From an optimization exercise on the open Yosys and OpenROAD flow, aimed at small area, a short achievable clock period and few clock cycles; shortcuts taken in it are not production practice. RTL that was checked went through simulation tests only; none was proved equivalent to the original. Power is estimated from default activity; no workload was simulated.

==> flow/design.v <==
`timescale 1ns / 1ps
module full_reciprocal(
input logic clk,
input logic rst,  
input logic start,
output logic ready,
input logic [15:0] input0,
output logic [23:0] output0  
);
localparam int FL = 16;           
localparam int XW = FL - 1;       
localparam int KMAX = 1 << (20 - FL);
logic          busy;   
logic          first;  
logic [15:0]   x;      
logic [XW:0]   p;      
logic [19:0]   q;      
logic [19:0]   res;    
assign output0 = {4'b0, res};
logic fast;
assign fast = |x[15:FL-1];
logic [KMAX+1:8] t;    
always_comb begin
	for (int k = 8; k <= KMAX; k++) t[k] = ({4'b0, x} <= 20'(524288 / k));
	t[KMAX+1] = 1'b0;
end
logic [19:0] fq;
always_comb begin
	fq = '0;
	for (int k = 8; k <= KMAX; k++)
		if (t[k] & ~t[k+1]) fq = fq | 20'(k);
end
logic [XW-1:0] xs;     
logic [XW-1:0] msk;    
logic [XW-1:0] msb;    
assign xs = x[XW-1:0];
always_comb begin
	msk[XW-1] = xs[XW-1];
	for (int i = XW-2; i >= 0; i--) msk[i] = msk[i+1] | xs[i];
	msb = xs & ~(msk >> 1);
end
logic [XW-1:0] r1;
assign r1 = (-xs) & msk;
logic [XW+1:0] diff;
logic          qb;
logic [XW-1:0] r;
assign diff = {1'b0, p} - {2'b0, xs};
assign qb   = ~diff[XW+1];
assign r    = qb ? diff[XW-1:0] : p[XW-1:0];
logic        pow2;
logic [19:0] xrev;
always_ff @(posedge clk) pow2 <= (xs & (xs - 1'b1)) == '0;
always_comb begin
	xrev = '0;
	for (int i = 0; i < XW; i++) xrev[19-i] = xs[i];
end
logic fdone, sdone;
assign fdone = first & fast;
assign sdone = busy & ~first & q[19];
always_ff @(posedge clk) begin
	if (!busy)
		x <= input0;
	if (first) begin
		p <= {r1, 1'b0};
		q <= {{(18-XW){1'b0}}, msb, 2'b01};
	end else begin
		p <= {r, 1'b0};
		q <= {q[18:0], qb};
	end
	if (!rst) begin
		if (sdone)
			res <= pow2 ? xrev : {q[18:0], qb};
		else if (fdone)
			res <= fq;
	end
	if (rst) begin
		busy  <= 1'b0;
		first <= 1'b0;
		ready <= 1'b0;
	end else begin
		busy  <= busy ? ~(fdone | sdone) : start;
		first <= ~busy & start;
		ready <= fdone | sdone;
	end
end
endmodule
export LEC_CHECK = 0
export ABC_AREA = 1
export CAP_MARGIN = 20
export CORE_MARGIN = 2
export CORE_UTILIZATION = 40
export SLEW_MARGIN = 20
create_clock -name core_clock -period 8.0 [get_ports {clk}]
standard.sh (not shown) runs the stock make flow with config.mk's settings and CLKGATE_MAP_FILE= SYNTH_SCRIPT=/design/flow/synth_recipe.tcl, a recipe that flattens the netlist after the stock synthesis.
==> flow/flow/run.sh <==
#!/bin/bash
set -euo pipefail
MARGIN=$(cat flow/margin.txt)
bash standard.sh SETUP_SLACK_MARGIN=$MARGIN finish > standard_flow.log 2>&1
==> flow/flow/margin.txt <==
5.5
Edit:
- ABC_AREA: 1 -> default
=> Global-route usage goes down by 1.5 points. Die area came out lower by 7.2%. Power rose by 3.6%. Area after synthesis went down by 7.4%. Non-clock buffer count stays the same. Via count came out lower by 17%. Routed wire length shrinks by 12%. Clock-buffer cell count came out lower by 2. Sequential share of layout area rose by 2.3 points.
Edit:
- CTS_BUF_LIST: default -> sky130_fd_sc_hd__clkbuf_8
Outcome:
- area after synthesis is unchanged
- first-iteration DRC count grows by 5.6%
- total power went down by 6.5%
- core utilization decreases by 0.74 points
- global-route usage is about the same
Edit:
- CTS_BUF_LIST: sky130_fd_sc_hd__clkbuf_8 -> default
- CTS_CLUSTER_DIAMETER: default -> 300
- CTS_CLUSTER_SIZE: default -> 100
Result:
- The changed run ran to the end with no violations
- combinational power hardly moves
- first-iteration DRC count falls by 5.3%
- worst hold slack hardly moves
- worst setup slack improves by 0.032 ns
- routed wire length came out higher by about 1.3%
- global-route usage stays flat
- die area does not change
- design area rises by 1.5%
- cell count barely changes
- clock skew goes down by 0.0042 ns
Edit:
==> flow/flow/margin.txt (replaced) <==
5.8
- CTS_CLUSTER_DIAMETER: 300 -> default
- CTS_CLUSTER_SIZE: 100 -> default
Outcome: Routed wire length is higher by a little under a tenth; worst hold slack barely changes; worst setup slack is better by 0.017 ns; first-iteration DRC count drops by a few percent; sequential share of layout area decreases by 3.6 points; global-route usage increases by 0.59 points; sequential cell count does not change.
Edit:
==> flow/run.sh (new file) <==
#!/bin/bash
# synth_recipe.tcl (not shown) runs the flow's synth.tcl, then flattens the netlist and writes it again
# the make line also repeats each setting of config.mk as NAME=value (left out here)
make -C /OpenROAD-flow-scripts/flow DESIGN_CONFIG=/design/flow/config.mk WORK_HOME=/design/flow/orfs CLKGATE_MAP_FILE= SYNTH_SCRIPT=/design/flow/synth_recipe.tcl finish
- SETUP_SLACK_MARGIN: default -> 5
removed: flow/flow/run.sh
removed: flow/flow/margin.txt
removed: flow/standard.sh
After rerunning: Setup slack loses 0.41 ns; wire length falls by 16%; count of clock-buffer cells in the layout falls by 1; sequential power is about the same; sequential share of layout area rises by 4.1 points; power falls by 16%; final cell count falls by 5.4%; critical path depth rises by 8.
No functional check of the RTL was part of any run of this note.


full_reciprocal, a different RTL version from the one above (not shown whole).
Size: roughly 450 cells after synthesis, roughly 74 flip-flops, ~44 I/O pins, about 4200 um^2 of cells after synthesis.
export LEC_CHECK = 0
export CAP_MARGIN = 20
export CORE_MARGIN = 2
export CORE_UTILIZATION = 40
export SLEW_MARGIN = 20
create_clock -name core_clock -period 8.0 [get_ports {clk}]
==> flow/flow/run.sh <==
#!/bin/bash
set -euo pipefail
MARGIN=$(cat flow/margin.txt)
bash standard.sh SETUP_SLACK_MARGIN=$MARGIN finish > standard_flow.log 2>&1
==> flow/flow/margin.txt <==
5.1
Testbench counts at the start, summed over its fixed seeds: cycles 4,975.
Then changed:
==> flow/run.sh (new file) <==
#!/bin/bash
# synth_recipe.tcl (not shown) runs the flow's synth.tcl, then flattens the netlist and writes it again
# the make line also repeats each setting of config.mk as NAME=value (left out here)
make -C /OpenROAD-flow-scripts/flow DESIGN_CONFIG=/design/flow/config.mk WORK_HOME=/design/flow/orfs CLKGATE_MAP_FILE= SYNTH_SCRIPT=/design/flow/synth_recipe.tcl finish
Settings changed: ABC_AREA from default to 1, SETUP_SLACK_MARGIN from default to 5.
removed: flow/flow/run.sh
removed: flow/flow/margin.txt
removed: flow/standard.sh
After rerunning: Sequential power stays flat. Setup slack loses 71 ps. Cell count increases by 33%.
Then changed:
==> flow/flow/run.sh (new file) <==
#!/bin/bash
set -euo pipefail
MARGIN=$(cat flow/margin.txt)
bash standard.sh SETUP_SLACK_MARGIN=$MARGIN finish > standard_flow.log 2>&1
==> flow/flow/margin.txt (new file) <==
5.5
==> flow/standard.sh (new file) <==
#!/bin/bash
# synth_recipe.tcl (not shown) runs the flow's synth.tcl, then flattens the netlist and writes it again
# the make line also repeats each setting of config.mk as NAME=value (left out here)
make -C /OpenROAD-flow-scripts/flow DESIGN_CONFIG=/design/flow/config.mk WORK_HOME=/design/flow/orfs CLKGATE_MAP_FILE= SYNTH_SCRIPT=/design/flow/synth_recipe.tcl "${@:-finish}"
Settings changed: ABC_AREA 1 to default, SETUP_SLACK_MARGIN 5 to default.
removed: flow/run.sh
Power goes down by 12%. Global-route usage went up by 0.14 points. Die area goes down by 9.3%. Worst hold slack gains 30 ps. Worst setup slack got worse by 56 ps. Combinational power goes down by about 8%. Sequential cell count is unchanged. Routed wire length decreases by 11%. Cell count goes down by 23%.
Then changed:
==> flow/run.sh (new file) <==
#!/bin/bash
# synth_recipe.tcl (not shown) runs the flow's synth.tcl, then flattens the netlist and writes it again
# the make line also repeats each setting of config.mk as NAME=value (left out here)
make -C /OpenROAD-flow-scripts/flow DESIGN_CONFIG=/design/flow/config.mk WORK_HOME=/design/flow/orfs CLKGATE_MAP_FILE= SYNTH_SCRIPT=/design/flow/synth_recipe.tcl finish
Settings changed: CTS_BUF_LIST from default to sky130_fd_sc_hd__clkbuf_8, SETUP_SLACK_MARGIN from default to 5.
removed: flow/flow/run.sh
removed: flow/flow/margin.txt
removed: flow/standard.sh
What happened:
- worst hold slack loses 7.6 ps
- die area does not change
- fmax came out higher by 1.1%
- sequential share of layout area goes up by 2.4 points
- clock power grows by about 6%
- wire length shrinks by 1.4%
- cell area decreases by 6.6%
- cell count shrinks by 3.7%
- setup slack gains 33 ps
- non-clock buffer count decreases by 23


## run A
full_reciprocal, a different RTL version from the one above (not shown whole).
For scale: roughly 580 cells after synthesis, about 74 flip-flops, ~4900 sq um of cells after synthesis.
export LEC_CHECK = 0
export CAP_MARGIN = 20
export CORE_MARGIN = 2
export CORE_UTILIZATION = 50
export SETUP_SLACK_MARGIN = 5
export SLEW_MARGIN = 20
create_clock -name core_clock -period 8.0 [get_ports {clk}]
run.sh (not shown) runs the stock make flow with config.mk's settings and CLKGATE_MAP_FILE= SYNTH_SCRIPT=/design/flow/synth_recipe.tcl, a recipe that flattens the netlist after the stock synthesis.
Stock flow here: none of the scripts above is used.
In summary, run A completed successfully, with a layout that passed the timing, design-rule and antenna checks.
Testbench counts of run A, summed over its fixed seeds: cycles 3,763.
Relative to run A, the following input files were edited for run B:
diff --git a/flow/config.mk b/flow/config.mk
--- a/flow/config.mk
+++ b/flow/config.mk
@@ -10 +10,2 @@
-export CORE_UTILIZATION = 50
+export CORE_UTILIZATION = 40
+export CTS_BUF_LIST = sky130_fd_sc_hd__clkbuf_8
Results
- Met1 wire length: run B vs run A up 3.4%
- Final hold slack delta (run B -> run A): insignificant
- From run B to run A, async set-reset flop share out of synthesis did not move at all.
- Summary of run B over run A: standard-cell row count went up 4, slew at the pin closest to its max-slew limit went up 0.045 ns, area of the die went up 24%.
The following lists how run C was set up differently from run B:
diff --git a/flow/config.mk b/flow/config.mk
--- a/flow/config.mk
+++ b/flow/config.mk
@@ -11,2 +11 @@
-export CTS_BUF_LIST = sky130_fd_sc_hd__clkbuf_8
-export SETUP_SLACK_MARGIN = 5
+export SETUP_SLACK_MARGIN = 4.8
Results
- Delta (run C minus run B): total power after layout has increased, final standard cell count with taps included and fillers excluded has increased.
- Run B reports its type of the setup path with the least slack as reg2reg while run C reports in2reg.
- On proportion of cell area occupied by registers, the higher figure sits with run B, not run C.
- Measured against each other, run B and run C differ in post-route minimum period, the lower figure coming from run B.
- Comparing run C against run B, there is no change at all in die area.
- Run C against run B: final area went up by 3.5%, worst endpoint data arrival time up 0.30 ns.
Modified inputs, run D compared to run C
diff --git a/flow/config.mk b/flow/config.mk
--- a/flow/config.mk
+++ b/flow/config.mk
@@ -10,2 +10,2 @@
-export CORE_UTILIZATION = 40
-export SETUP_SLACK_MARGIN = 4.8
+export CORE_UTILIZATION = 30
+export SETUP_SLACK_MARGIN = 5
Findings:
Run D vs run C: power drawn by the clock network down
Tap cell count ends up lower on run C.
Diff run C -> run D | cell count | up by a little under 10%
Per the comparison of run D with run C, starting utilization of the core area -10 points; wire length up 620 um; post-CTS repair timing setup buffer count went up 10; count of clock-buffer cells in the layout increased 2; period utilization down 2.1 points.
Changes in run E relative to run D:
diff --git a/flow/config.mk b/flow/config.mk
--- a/flow/config.mk
+++ b/flow/config.mk
@@ -10 +10,2 @@
-export CORE_UTILIZATION = 30
+export CORE_UTILIZATION = 50
+export CTS_BUF_LIST = sky130_fd_sc_hd__clkbuf_8
Results
Against run D as the reference, run E delivers a lower data arrival at the endpoint of the critical path.
Run E vs run D — number of well-tap cells placed dropped by more than a quarter
Run E vs run D — clock transition at the registers of the reported paths rose 0.02 ns.
Diff run E and run D: via count of the first global-routing pass lower in run E
Measured against each other, run E and run D differ in portion of the clock cycle consumed by the worst path in the final layout, the higher figure coming from run D.
Routed metal-1 wirelength ended up 13% lower on run E than on run D.
Run E ended up with fewer standard cells than run D.
Looking at cell at the slowest stage of the critical path, the a311o_1 result is from run D; the a221o_1 one comes from run E.
On worst setup slack, run E does better than run D.
Placement row count (run D / run E): 1.3
Edits applied to the flow inputs when going from run E to run F:
diff --git a/flow/config.mk b/flow/config.mk
--- a/flow/config.mk
+++ b/flow/config.mk
@@ -10,2 +10 @@
-export CORE_UTILIZATION = 50
-export CTS_BUF_LIST = sky130_fd_sc_hd__clkbuf_8
+export CORE_UTILIZATION = 40
### Flow results
- | x dimension of the die | run F vs run E | about 11% higher |
- On number of clock sinks, run F tracks run E almost exactly.
- Run F: all stages complete, timing, DRC and antenna checks passed
- Relative to run E, multi-input combinational cell area has gone down in run F.
- From run E to run F the numbers moved as follows: met2 routed wirelength stayed essentially flat; clock network area share rose by 1.4 points.
- Run E vs run F, type of the worst setup path: in2reg vs reg2reg


full_reciprocal with an RTL version that a note above also has.
Size in the first run: about 450 cells after synthesis, ~74 flip-flops, roughly 44 I/O pins, ~4200 µm² of cells after synthesis.
clock: 8.0 ns
lec_check: 0
cap_margin: 20
core_margin: 2
core_utilization: 40
slew_margin: 20
standard.sh (not shown) runs the stock make flow with config.mk's settings and CLKGATE_MAP_FILE= SYNTH_SCRIPT=/design/flow/synth_recipe.tcl, a recipe that flattens the netlist after the stock synthesis.
==> flow/flow/run.sh <==
#!/bin/bash
set -euo pipefail
MARGIN=$(cat flow/margin.txt)
bash standard.sh SETUP_SLACK_MARGIN=$MARGIN finish > standard_flow.log 2>&1
==> flow/flow/margin.txt <==
5.2
The baseline completed with no timing, DRC or antenna violations.
Testbench counts at the start, summed over its fixed seeds: cycles 4,975.
Rerun with:
==> flow/run.sh (new file) <==
#!/bin/bash
# synth_recipe.tcl (not shown) runs the flow's synth.tcl, then flattens the netlist and writes it again
# the make line also repeats each setting of config.mk as NAME=value (left out here)
make -C /OpenROAD-flow-scripts/flow DESIGN_CONFIG=/design/flow/config.mk WORK_HOME=/design/flow/orfs CLKGATE_MAP_FILE= SYNTH_SCRIPT=/design/flow/synth_recipe.tcl finish
SETUP_SLACK_MARGIN = 5   (was unset)
removed: flow/flow/run.sh
removed: flow/flow/margin.txt
removed: flow/standard.sh
What happened: Register-to-register slack is about the same; final cell count fell by 0.80%; global-route usage stays flat; first-iteration DRC count falls by 24%; synthesized area stays the same; worst hold slack is worse by 0.0032 ns; core utilization drops by 1.4 points; clock skew is about the same; flip-flop and latch count does not change.
Rerun with:
CORE_UTILIZATION = 60   (was 40)
PLACE_DENSITY = 0.7   (was unset)
After rerunning: The changed run completed with no timing, DRC or antenna violations. Total power fell by a few percent. Routed wire length decreases by a few percent. Worst setup slack degrades by 0.041 ns. Non-clock buffer count goes up by 7. Area after synthesis stays the same. Hold slack gets better by 0.0054 ns.
Rerun with:
CAP_MARGIN = 0   (was 20)
CORE_UTILIZATION = 40   (was 60)
PLACE_DENSITY = unset   (was 0.7)
SLEW_MARGIN = 0   (was 20)
Effect: Clock-buffer cell count came out lower by 1. Sequential share of layout area hardly moves. Wire length came out higher by about 5%. Design area stays flat. Global-route usage came out lower by 8.0 points. Via count came out lower by about 0.6%. Fmax came out higher by 1.4%.


full_reciprocal, a different RTL version from the one above (not shown whole).
Size in the first run: about 620 cells after synthesis, about 75 flip-flops, roughly 5200 µm² of cells after synthesis.
## full_reciprocal
module full_reciprocal(
input logic clk,
input logic rst,  
input logic start,
output logic ready,
input logic [15:0] input0,
output logic [23:0] output0  
);
==> flow/config.mk <==
export PLATFORM = sky130hd
export DESIGN_NAME = full_reciprocal
export DESIGN_NICKNAME = full_reciprocal
export VERILOG_FILES = /design/flow/design.v
export SDC_FILE = /design/flow/constraint.sdc
export NUM_CORES = 4
export LEC_CHECK = 0
export CAP_MARGIN = 20
export CORE_MARGIN = 2
export CORE_UTILIZATION = 40
export SETUP_SLACK_MARGIN = 5
export SLEW_MARGIN = 20
==> flow/constraint.sdc <==
create_clock -name core_clock -period 8.0 [get_ports {clk}]
set_input_delay 1.6000 -clock core_clock [delete_from_list [all_inputs] [get_ports {clk}]]
set_output_delay 1.6000 -clock core_clock [all_outputs]
set_load 0.01 [all_outputs]
run.sh (not shown) runs the stock make flow with config.mk's settings and CLKGATE_MAP_FILE= SYNTH_SCRIPT=/design/flow/synth_recipe.tcl, a recipe that flattens the netlist after the stock synthesis.
Stock flow here: none of the scripts above is used.
Rerun with:
==> flow/flow/run.sh (new file) <==
#!/bin/bash
set -euo pipefail
MARGIN=$(cat flow/margin.txt)
bash standard.sh SETUP_SLACK_MARGIN=$MARGIN finish > standard_flow.log 2>&1
==> flow/flow/margin.txt (new file) <==
5.5
==> flow/standard.sh (new file) <==
#!/bin/bash
# synth_recipe.tcl (not shown) runs the flow's synth.tcl, then flattens the netlist and writes it again
# the make line also repeats each setting of config.mk as NAME=value (left out here)
make -C /OpenROAD-flow-scripts/flow DESIGN_CONFIG=/design/flow/config.mk WORK_HOME=/design/flow/orfs CLKGATE_MAP_FILE= SYNTH_SCRIPT=/design/flow/synth_recipe.tcl "${@:-finish}"
--- a/flow/config.mk
+++ b/flow/config.mk
@@ -9,4 +9,3 @@
 export CORE_MARGIN = 2
 export CORE_UTILIZATION = 40
-export SETUP_SLACK_MARGIN = 5
 export SLEW_MARGIN = 20
removed: flow/run.sh
After rerunning: The new run passed the timing, design-rule and antenna checks. Wire length grows by 12%. Setup slack is better by 0.15 ns. Critical path depth is unchanged.
Function was not checked in any run of this note: the RTL went through the layout flow alone.

==> re-timing with driven ports <==
In the flow no input, the clock included, has a driving cell. The finished layouts below were timed again as built, in two steps. Step 1, drivers: a clkbuf_16 drives clk and a buf_2 each remaining input, both assumed. Step 2 adds t to the input delays and takes it off the output delays; t is the mean of the earliest and latest rising clock arrival at the registers after step 1. Input paths then give back, and output paths get back, about the clock's delay inside the block. a / b / c = ideal ports / drivers / drivers and shift; a / b = the first two.
run | shift t [ns] | setup WS [ns] | worst setup path at the end
the first run of note 1 | 0.371 | 5.533 / 5.496 / 5.175 | input to register
the second run of note 1 | 0.376 | 5.542 / 5.501 / 5.547 | input to register
the third run of note 1 | 0.392 | 5.510 / 5.473 / 5.163 | input to register
the fourth run of note 1 | 0.376 | 5.542 / 5.501 / 5.547 | input to register
the fifth run of note 1 | 0.376 | 5.559 / 5.519 / 5.527 | input to register
the sixth run of note 1 | 0.376 | 5.153 / 5.153 / 5.010 | input to register
the first run of note 2 | 0.388 | 5.165 / 5.131 / 4.782 | input to register
the second run of note 2 | 0.370 | 5.094 / 5.107 / 4.736 | input to register
the third run of note 2 | 0.378 | 5.038 / 5.024 / 4.647 | input to register
the fourth run of note 2 | 0.383 | 5.071 / 5.071 / 4.689 | input to register
run A | 0.388 | 5.005 / 5.008 / 4.621 | input to register
run B | 0.391 | 5.006 / 5.006 / 4.669 | input to register
run C | 0.376 | 4.773 / 4.785 / 4.410 | input to register
run D | 0.384 | 4.939 / 4.933 / 4.550 | input to register
run E | 0.388 | 5.005 / 5.008 / 4.621 | input to register
run F | 0.373 | 4.976 / 4.976 / 4.665 | input to register
the first run of note 4 | 0.392 | 5.158 / 5.146 / 4.754 | input to register
the second run of note 4 | 0.383 | 5.071 / 5.071 / 4.689 | input to register
the third run of note 4 | 0.364 | 5.031 / 5.008 / 4.644 | input to register
the fourth run of note 4 | 0.383 | 5.071 / 5.071 / 4.689 | input to register
the first run of note 5 | 0.376 | 4.602 / 4.591 / 4.215 | input to register
the second run of note 5 | 0.382 | 4.751 / 4.646 / 4.264 | input to register
After both steps setup and hold are still met in every run listed. The setup slack of the second run of note 5, which loses most, moves by -0.105 ns with the drivers and by -0.487 ns with both steps.
